Context: an optimization exercise on an open-source flow, tuned for small area. The choices shown serve that exercise and are no tape-out recipe.
Only simulation tests tie the RTL to the original design; equivalence was not proved.
No activity file was given, so power comes from the tool's default toggle rates.

build 34:
==> flow/design.v (excerpt) <==
module sortAndMerge(
	clk,
	ena,
	valid1,
	valid2,
	valid3,
	valid4,
	index1,
	index2,
	index3,
	index4,
	value1,
	value2,
	value3,
	value4,
	outindex1,
	outindex2,
	outindex3,
	outindex4,
	outvalue1,
	outvalue2,
	outvalue3,
	outvalue4,
	outvalid1,
	outvalid2,
	outvalid3,
	outvalid4
);
==> flow/config.mk <==
export PLATFORM = sky130hd
export DESIGN_NAME = sortAndMerge
export DESIGN_NICKNAME = sortAndMerge
export VERILOG_FILES = /design/flow/design.v
export SDC_FILE = /design/flow/constraint.sdc
export NUM_CORES = 4
export LEC_CHECK = 0
export ABC_AREA = 1
export CAP_MARGIN = 20
export CORE_MARGIN = 2
export CORE_UTILIZATION = 50
export PLACE_DENSITY = 0.62
export SLEW_MARGIN = 20
==> flow/constraint.sdc <==
create_clock -name core_clock -period 10.0 [get_ports {clk}]
set_input_delay 2.0000 -clock core_clock [delete_from_list [all_inputs] [get_ports {clk}]]
set_output_delay 2.0000 -clock core_clock [all_outputs]
set_load 0.01 [all_outputs]
standard.sh (not shown) runs the stock make flow with config.mk's settings and CLKGATE_MAP_FILE= SYNTH_SCRIPT=/design/flow/synth_recipe.tcl, a recipe that flattens the netlist after the stock synthesis.
==> flow/flow/run.sh <==
#!/bin/bash
# Layout: the standard ORFS flow (standard.sh), with
#  - synthesis mapped by ABC with an area-recovery script (flow/synth.tcl, flow/area.abc);
#  - every port buffered with buf_1 instead of the flow's default buffer;
#  - clock tree from clkbuf_16 in clusters of up to 30 sinks, without dummy loads.
# The make output goes to flow_make.log; ORFS keeps each step's log under orfs/logs.
set -euo pipefail
export FLOW_WORK="$PWD"
export FLOW_ABC_SCRIPT="$PWD/flow/area.abc"
bash standard.sh \
  "SYNTH_SCRIPT=$PWD/flow/synth.tcl" \
  "BUFFER_PORTS_ARGS=-buffer_cell sky130_fd_sc_hd__buf_1" \
  "CTS_ARGS=-sink_clustering_enable -repair_clock_nets -dont_use_dummy_load -buf_list sky130_fd_sc_hd__clkbuf_16 -sink_clustering_size 30 -sink_clustering_max_diameter 100" \
  finish > flow_make.log 2>&1
==> flow/flow/area.abc <==
strash
dch
map -a
mfs2
strash
dch -f
map -a
topo
==> flow/flow/synth.tcl <==
# The standard flow's synthesis script (synth_recipe.tcl in the work folder), with ABC's
# technology mapping run on an area-recovery script (area.abc) in place of
# ORFS's abc_area.script. Registers are untouched: abc maps only the logic
# between them.
proc abc {args} {
  set i [lsearch -exact $args -script]
  if { $i >= 0 } { lset args [expr {$i + 1}] $::env(FLOW_ABC_SCRIPT) }
  yosys abc {*}$args
}
source $::env(FLOW_WORK)/synth_recipe.tcl
Here is what was changed in the inputs of build 87 compared with build 34.
# build 34
export LEC_CHECK = 0
export ABC_AREA = 1
export CAP_MARGIN = 20
export CORE_MARGIN = 2
export CORE_UTILIZATION = 50
export PLACE_DENSITY = 0.62
export SLEW_MARGIN = 20
create_clock -name core_clock -period 10.0 [get_ports {clk}]
# build 87
export LEC_CHECK = 0
export ABC_AREA = 1
export CAP_MARGIN = 20
export CORE_MARGIN = 2
export CORE_UTILIZATION = 50
export GPL_TIMING_DRIVEN = 0
export PLACE_DENSITY = 0.62
export SLEW_MARGIN = 20
create_clock -name core_clock -period 10.0 [get_ports {clk}]
-- flow/flow/area.abc --
<<< build 34, line 9
>>> build 87, line 9
stime -c
buffer -c
upsize -c
dnsize -c
--- outcome ---
Lower sequential share of cell area was reported by build 87, not build 34. Build 87 against build 34; overall power of the completed layout is down slightly. Final routed wirelength across all metal layers (lower): build 34. Changes observed in build 87 relative to build 34: core utilization of the finished layout picked up an extra 0.63 points; power attributed to combinational cells neither gained nor lost much; portion of the layout cell area used by non-clock buffers picked up an extra 2.3 points.
For build 66, these inputs were changed with respect to build 87:
# build 87
export LEC_CHECK = 0
export ABC_AREA = 1
export CAP_MARGIN = 20
export CORE_MARGIN = 2
export CORE_UTILIZATION = 50
export GPL_TIMING_DRIVEN = 0
export PLACE_DENSITY = 0.62
export SLEW_MARGIN = 20
create_clock -name core_clock -period 10.0 [get_ports {clk}]
# build 66
export LEC_CHECK = 0
export ABC_AREA = 1
export CAP_MARGIN = 20
export CORE_MARGIN = 2
export CORE_UTILIZATION = 50
export PLACE_DENSITY = 0.62
export SLEW_MARGIN = 20
create_clock -name core_clock -period 10.0 [get_ports {clk}]
==> summary.txt <==
Build 66: PASS, flow complete, no timing, DRC or antenna violations
Build 87 finished all stages; the layout is clean.
Setup WNS build 87 -> build 66: better
| initial DRC count | lower: build 87 |
From build 87 to build 66 the numbers moved as follows: share of the clock period used by the worst path decreased by 3.6 points relative to the old numbers, synthesized cell count closely matched the old numbers, part of the total power dissipated in combinational logic decreased by 0.5 points relative to the old numbers, clock skew increased by 46 ps relative to the old numbers, global-route usage decreased by 0.91 points relative to the old numbers.
Design area (build 66 vs. build 87) decreases by a few percent
Fraction of met2 tracks used by global routing: build 66 < build 87
The higher register-to-register slack came out of build 66.

* * *

sortAndMerge, a different RTL version from the one above (not shown whole).
Size: about 0.12 mm2 of cells after synthesis.
clock: 10.0 ns
lec_check: 0
abc_area: 1
cap_margin: 5
core_margin: 2
core_utilization: 50
place_density: 0.62
slew_margin: 5
==> flow/flow/area.abc <==
strash
dch
map -a
mfs2
strash
dch -f
map -a
topo
stime -c
buffer -c
upsize -c
dnsize -c
Scripts as last shown in full above: flow/flow/run.sh, flow/flow/synth.tcl
Next try:
Settings changed: CAP_MARGIN 5 to 20, SLEW_MARGIN 5 to 20.
After rerunning: Fmax went up by 0.45%. Sequential power barely changes. Synthesized cell count stays the same.

static timing again, ports no longer ideal:
No port has a modelled driver above. Below, the same layouts with a new extraction and two added sets of constraints.
Step 1 sets driving cells, clkbuf_16 on the clock port and buf_2 on the other inputs (assumed; they add their load-dependent delay and slew).
Step 2, shift: input delay + t, output delay - t, t = (earliest + latest rising clock arrival at the registers) / 2. This alone moves slack from input paths to output paths.
a / b / c = ideal ports / drivers / drivers and shift; a / b = the first two.
| run | shift t [ns] | slack for setup (ns) | worst register clock-pin slew, ns |
|---|---|---|---|
| build 34 | 0.859 | 0.691 / 0.691 / 0.691 | 0.11 / 0.11 |
| build 87 | 0.867 | 0.550 / 0.550 / 0.550 | 0.11 / 0.11 |
| build 66 | 0.861 | 0.911 / 0.911 / 0.911 | 0.11 / 0.11 |
| the first run of note 2 | 0.861 | 0.798 / 0.798 / 0.798 | 0.11 / 0.11 |
| the second run of note 2 | 0.863 | 0.840 / 0.840 / 0.840 | 0.12 / 0.12 |
After both steps setup and hold are still met in every run listed.
